What follows belongs to an exercise in optimizing a design on an open flow for small area; a production flow would make more cautious choices.
In this exercise RTL edits were held to simulation tests only and were not proved equivalent to the original.
No activity file was given, so power comes from the tool's default toggle rates.

==> v28 <==
// tv80s
module tv80s ( 
  m1_n, mreq_n, iorq_n, rd_n, wr_n, rfsh_n, halt_n, busak_n, A, dout, 
  reset_n, clk, wait_n, int_n, nmi_n, busrq_n, di
  );
==> flow/config.mk <==
export PLATFORM = sky130hd
export DESIGN_NAME = tv80s
export DESIGN_NICKNAME = tv80s
export VERILOG_FILES = /design/flow/design.v
export SDC_FILE = /design/flow/constraint.sdc
export NUM_CORES = 4
export LEC_CHECK = 0
export CAP_MARGIN = 20
export CORE_MARGIN = 2
export CORE_UTILIZATION = 40
export GPL_TIMING_DRIVEN = 0
export SLEW_MARGIN = 10
==> flow/constraint.sdc <==
create_clock -name core_clock -period 14.0 [get_ports {clk}]
set_input_delay 2.8000 -clock core_clock [delete_from_list [all_inputs] [get_ports {clk}]]
set_output_delay 2.8000 -clock core_clock [all_outputs]
set_load 0.01 [all_outputs]
standard.sh (not shown) runs the stock make flow with config.mk's settings and CLKGATE_MAP_FILE= SYNTH_SCRIPT=/design/flow/synth_recipe.tcl, a recipe that flattens the netlist after the stock synthesis.
==> flow/flow/run.sh <==
#!/bin/bash
# Layout flow: the standard ORFS flow (standard.sh) with an area-oriented synthesis:
#  - ABC maps the combinational logic with flow/abc_area.script instead of ORFS's
#    delay-oriented script (no buffering or upsizing at synthesis),
#  - adders use a ripple-carry $lcu (flow/lcu_ripple.v) instead of Kogge-Stone,
#    and are left to ABC rather than mapped to full/half-adder cells.
# After synthesis: the standard flow's own steps, except port buffers of the smallest buffer cell,
# and clock-tree options from flow/cts_args (smaller clock buffers, no dummy loads).
# Flip-flop mapping and register names are the standard flow's own.
set -euo pipefail
W=$PWD
ABC_SCRIPT=$W/flow/abc_area.script

# ORFS synth.tcl with only the abc call's script replaced
sed 's#log_cmd abc {\*}$abc_args#log_cmd abc -script '"$ABC_SCRIPT"' {*}[lrange $abc_args 2 end]#' \
  "$FLOW_HOME/scripts/synth.tcl" > "$W/synth_area.tcl"
grep -q "abc -script $ABC_SCRIPT" "$W/synth_area.tcl"

# synth_recipe.tcl, sourcing the patched synth.tcl
sed 's#^source \$::env(SCRIPTS_DIR)/synth.tcl$#source '"$W"'/synth_area.tcl#' \
  "$W/synth_recipe.tcl" > "$W/synth_recipe_area.tcl"
grep -q "synth_area.tcl" "$W/synth_recipe_area.tcl"

# standard.sh, using the patched synthesis script and no adder-cell mapping
sed -e 's#SYNTH_SCRIPT=[^ ]*#SYNTH_SCRIPT='"$W"'/synth_recipe_area.tcl#' \
    -e 's#CLKGATE_MAP_FILE= #CLKGATE_MAP_FILE= ADDER_MAP_FILE= #' \
  "$W/standard.sh" > "$W/standard_area.sh"
grep -q "synth_recipe_area.tcl" "$W/standard_area.sh"
grep -q "ADDER_MAP_FILE= " "$W/standard_area.sh"

export SYNTH_OPERATIONS_ARGS="-extra-map $W/flow/lcu_ripple.v"
# input and output port buffers: the smallest buffer cell
export BUFFER_PORTS_ARGS="-buffer_cell sky130_fd_sc_hd__buf_1"
if [[ -f $W/flow/cts_args ]]; then
  export CTS_ARGS="$(cat $W/flow/cts_args)"
fi

bash "$W/standard_area.sh" ${ORFS_TARGETS:-finish} > "$W/flow_make.log" 2>&1
Other scripts of this flow, unchanged in this note and not shown: flow/flow/abc_area.script, flow/flow/cts_args, flow/flow/lcu_ripple.v
==> inputs of v37, as changes to v28 <==
--- a/flow/design.v
+++ b/flow/design.v
@@ -2889,21 +2889,21 @@
                 end
               if (mcycle[0] && (tstate[1] | tstate[2] | tstate[3] )) 
                 begin
                   if (tstate[2] && wait_n == 1'b1 ) 
                     begin
                       if (Mode < 2 ) 
                         begin
-                          ;  
-                          ;  
+                          A[7:0] <= R;
+                          A[15:8] <= I;
                           R[6:0] <= R[6:0] + 1;
                         end
                       if (Jump == 1'b0 && Call == 1'b0 && NMICycle == 1'b0 && IntCycle == 1'b0 && ~ (Halt_FF == 1'b1 || Halt == 1'b1) ) 
                         begin
-                          ;  
+                          PC <= PC16;
                         end
                       if (IntCycle == 1'b1 && IStatus == 2'b01 ) 
                         begin
                           IR <= 8'b11111111;
                         end 
                       else if (Halt_FF == 1'b1 || (IntCycle == 1'b1 && IStatus == 2'b10) || NMICycle == 1'b1 ) 
                         begin
@@ -2955,112 +2955,112 @@
                         end
                     end
                   if (T_Res == 1'b1 ) 
                     begin
                       BTR_r <= (I_BT || I_BC || I_BTR) && ~ No_BTR;
                       if (Jump == 1'b1 ) 
                         begin
-                          ;  
-                          ;  
-                          ;  
-                          ;  
+                          A[15:8] <= DI_Reg;
+                          A[7:0] <= TmpAddr[7:0];
+                          PC[15:8] <= DI_Reg;
+                          PC[7:0] <= TmpAddr[7:0];
                         end 
                       else if (JumpXY == 1'b1 ) 
                         begin
-                          ;  
-                          ;  
+                          A <= RegBusC;
+                          PC <= RegBusC;
                         end else if (Call == 1'b1 || RstP == 1'b1 ) 
                           begin
-                            ;  
-                            ;  
+                            A <= TmpAddr;
+                            PC <= TmpAddr;
                           end 
                         else if (last_mcycle && NMICycle == 1'b1 ) 
                           begin
-                            ;  
-                            ;  
+                            A <= 16'b0000000001100110;
+                            PC <= 16'b0000000001100110;
                           end 
                         else if (mcycle[2] && IntCycle == 1'b1 && IStatus == 2'b10 ) 
                           begin
-                            ;  
-                            ;  
-                            ;  
-                            ;  
+                            A[15:8] <= I;
+                            A[7:0] <= TmpAddr[7:0];
+                            PC[15:8] <= I;
+                            PC[7:0] <= TmpAddr[7:0];
                           end 
                         else 
                           begin
                             case (Set_Addr_To)
                               aXY :
                                 begin
                                   if (XY_State == 2'b00 ) 
                                     begin
-                                      ;  
+                                      A <= RegBusC;
                                     end 
                                   else 
                                     begin
                                       if (NextIs_XY_Fetch == 1'b1 )
                                         begin
-                                          ;  
+                                          A <= PC;
                                         end 
                                       else 
                                         begin
-                                          ;  
+                                          A <= TmpAddr;
                                         end
                                     end  
                                 end  
                               aIOA :
                                 begin
                                   if (Mode == 3 ) 
                                     begin
-                                      ;  
+                                      A[15:8] <= 8'hFF;
                                     end 
                                   else if (Mode == 2 ) 
                                     begin
-                                      ;  
+                                      A[15:8] <= DI_Reg;
                                     end 
                                   else 
                                     begin
-                                      ;  
+                                      A[15:8] <= ACC;
                                     end
-                                  ;  
+                                  A[7:0] <= DI_Reg;
                                 end  
                               aSP :
                                 begin
-                                  ;  
+                                  A <= SP;
                                 end
                               aBC :
                                 begin
                                   if (Mode == 3 && iorq_i == 1'b1 ) 
                                     begin
-                                      ;  
-                                      ;  
+                                      A[15:8] <= 8'hFF;
+                                      A[7:0] <= RegBusC[7:0];
                                     end 
                                   else 
                                     begin
-                                      ;  
+                                      A <= RegBusC;
                                     end
                                 end  
                               aDE :
                                 begin
-                                  ;  
+                                  A <= RegBusC;
                                 end
                               aZI :
                                 begin                                  
                                   if (Inc_WZ == 1'b1 ) 
                                     begin
-                                      ;  
+                                      A <= TmpAddr + 1;
                                     end 
                                   else 
                                     begin
-                                      ;  
-                                      ;  
+                                      A[15:8] <= DI_Reg;
+                                      A[7:0] <= TmpAddr[7:0];
                                     end
                                 end  
                               default   :
                                 begin                                    
-                                  ;  
+                                  A <= PC;
                                 end
                             endcase  
                           end  
                       Save_ALU_r <= Save_ALU;
                       ALU_Op_r <= ALU_Op;
                       if (I_CPL == 1'b1 ) 
                         begin
@@ -3091,23 +3091,23 @@
                     begin
                       if (ISet == 2'b01 && mcycle[6] ) 
                         begin
                           IR <= dinst;
                         end
                       if (JumpE == 1'b1 ) 
                         begin
-                          ;  
+                          PC <= PC16;
                         end 
                       else if (Inc_PC == 1'b1 ) 
                         begin
-                          ;  
+                          PC <= PC16;
                         end
                       if (BTR_r == 1'b1 ) 
                         begin
-                          ;  
+                          PC <= PC16;
                         end
                       if (RstP == 1'b1 ) 
                         begin
                           TmpAddr <= { 10'h0, IR[5:3], 3'h0 };
                         end
                     end
                   if (tstate[3] && mcycle[5] ) 
@@ -3254,16 +3254,16 @@
                       F <= Save_Mux;
                   endcase
                 end  
             end  
         end  
       if (reset_n == 1'b0 )
         begin
-          ;  
-          ;  
+          PC <= 0;   
+          A <= 0;
           TmpAddr <= 0;
           IR <= 8'b00000000;
           ISet <= 2'b00;
           XY_State <= 2'b00;
           IStatus <= 2'b00;
           mcycles <= 3'b000;
           I <= 0;
@@ -3275,87 +3275,14 @@
           Z16_r <= 1'b0;
           ALU_Op_r <= 4'b0000;
           Save_ALU_r <= 1'b0;
           PreserveC_r <= 1'b0;
           XY_Ind <= 1'b0;
         end 
     end
-  reg [15:0] JumpTarget;
-  reg        JumpTarget_v;
-  reg [15:0] AddrSel;
-  always @*
-    begin
-      JumpTarget_v = 1'b1;
-      if (Jump == 1'b1)
-        JumpTarget = { DI_Reg, TmpAddr[7:0] };
-      else if (JumpXY == 1'b1)
-        JumpTarget = RegBusC;
-      else if (Call == 1'b1 || RstP == 1'b1)
-        JumpTarget = TmpAddr;
-      else if (last_mcycle && NMICycle == 1'b1)
-        JumpTarget = 16'b0000000001100110;
-      else
-        begin
-          JumpTarget = { I, TmpAddr[7:0] };
-          JumpTarget_v = mcycle[2] && IntCycle == 1'b1 && IStatus == 2'b10;
-        end
-      case (Set_Addr_To)
-        aXY :
-          if (XY_State == 2'b00)
-            AddrSel = RegBusC;
-          else if (NextIs_XY_Fetch == 1'b1)
-            AddrSel = PC;
-          else
-            AddrSel = TmpAddr;
-        aIOA :
-          AddrSel = { ACC, DI_Reg };
-        aSP :
-          AddrSel = SP;
-        aBC, aDE :
-          AddrSel = RegBusC;
-        aZI :
-          if (Inc_WZ == 1'b1)
-            AddrSel = TmpAddr + 1;
-          else
-            AddrSel = { DI_Reg, TmpAddr[7:0] };
-        default :
-          AddrSel = PC;
-      endcase
-    end
-  always @ (posedge clk)
-    begin
-      if (ClkEn == 1'b1)
-        begin
-          if (mcycle[0] && (tstate[1] | tstate[2] | tstate[3]))
-            begin
-              if (tstate[2] && wait_n == 1'b1)
-                begin
-                  A <= { I, R };
-                  if (Jump == 1'b0 && Call == 1'b0 && NMICycle == 1'b0 && IntCycle == 1'b0 && ~ (Halt_FF == 1'b1 || Halt == 1'b1) )
-                    PC <= PC16;
-                end
-            end
-          else
-            begin
-              if (T_Res == 1'b1)
-                begin
-                  A <= JumpTarget_v ? JumpTarget : AddrSel;
-                  if (JumpTarget_v)
-                    PC <= JumpTarget;
-                end
-              if (tstate[2] && wait_n == 1'b1 && (JumpE == 1'b1 || Inc_PC == 1'b1 || BTR_r == 1'b1))
-                PC <= PC16;
-            end
-        end
-      if (reset_n == 1'b0)
-        begin
-          PC <= 0;
-          A <= 0;
-        end
-    end
   always @ (posedge clk)
     begin
       if (ClkEn == 1'b1 ) 
         begin
           RegAddrA_r <=  { Alternate, Set_BusA_To[2:1] };
           if (XY_Ind == 1'b0 && XY_State != 2'b00 && Set_BusA_To[2:1] == 2'b10 ) 
             begin
==> flow/flow/run.sh (replaced) <==
#!/bin/bash
# Layout flow: the standard ORFS flow (standard.sh) with an area-oriented synthesis:
#  - ABC maps the combinational logic with flow/abc_area.script instead of ORFS's
#    delay-oriented script (no buffering or upsizing at synthesis),
#  - adders use a ripple-carry $lcu (flow/lcu_ripple.v) instead of Kogge-Stone,
#    and are left to ABC rather than mapped to full/half-adder cells.
# Flip-flop mapping, register names and every step after synthesis are the standard flow's own.
set -euo pipefail
W=$PWD
ABC_SCRIPT=$W/flow/abc_area.script

# ORFS synth.tcl with only the abc call's script replaced
sed 's#log_cmd abc {\*}$abc_args#log_cmd abc -script '"$ABC_SCRIPT"' {*}[lrange $abc_args 2 end]#' \
  "$FLOW_HOME/scripts/synth.tcl" > "$W/synth_area.tcl"
grep -q "abc -script $ABC_SCRIPT" "$W/synth_area.tcl"

# synth_recipe.tcl, sourcing the patched synth.tcl
sed 's#^source \$::env(SCRIPTS_DIR)/synth.tcl$#source '"$W"'/synth_area.tcl#' \
  "$W/synth_recipe.tcl" > "$W/synth_recipe_area.tcl"
grep -q "synth_area.tcl" "$W/synth_recipe_area.tcl"

# standard.sh, using the patched synthesis script and no adder-cell mapping
sed -e 's#SYNTH_SCRIPT=[^ ]*#SYNTH_SCRIPT='"$W"'/synth_recipe_area.tcl#' \
    -e 's#CLKGATE_MAP_FILE= #CLKGATE_MAP_FILE= ADDER_MAP_FILE= #' \
  "$W/standard.sh" > "$W/standard_area.sh"
grep -q "synth_recipe_area.tcl" "$W/standard_area.sh"
grep -q "ADDER_MAP_FILE= " "$W/standard_area.sh"

export SYNTH_OPERATIONS_ARGS="-extra-map $W/flow/lcu_ripple.v"
if [[ -f $W/flow/cts_args ]]; then
  export CTS_ARGS="$(cat $W/flow/cts_args)"
fi

bash "$W/standard_area.sh" ${ORFS_TARGETS:-finish} > "$W/flow_make.log" 2>&1
==> comparison <==
- Clock power: v37 is higher than v28 (6.5%).
- In v37 the synthesized cell count is higher than in v28, by about 3%.
- Against v28, the via count of v37 is higher by about 3%.
- Against v28, the non-clock buffer count of v37 is lower by 4.
- Against v37, the maximum frequency of v28 is smaller by 1.1%.

afterwards: timing with drivers on the ports:
How much do the figures lean on ideal ports? The routed layouts below were timed once more, with nothing changed but the port constraints.
Step 1 sets driving cells, clkbuf_16 on the clock port and buf_2 on the other inputs (assumed; they add their load-dependent delay and slew).
Step 2 adds t to the input delays and takes it off the output delays; t is the mean of the earliest and latest rising clock arrival at the registers after step 1. Input paths then give back, and output paths get back, about the clock's delay inside the block.
a / b / c = no drivers / after step 1 / after step 2; a / b = the first two.
| run | t, ns | setup WS [ns] | clock arrival spread, ns | worst slew at a driven data input, ns |
|---|---|---|---|---|
| v28 | 0.669 | 1.063 / 1.063 / 1.063 | 0.122 / 0.123 | 0.05 |
| v37 | 0.708 | 1.202 / 1.202 / 1.202 | 0.123 / 0.122 | 0.04 |
After both steps setup and hold are still met in every run listed.
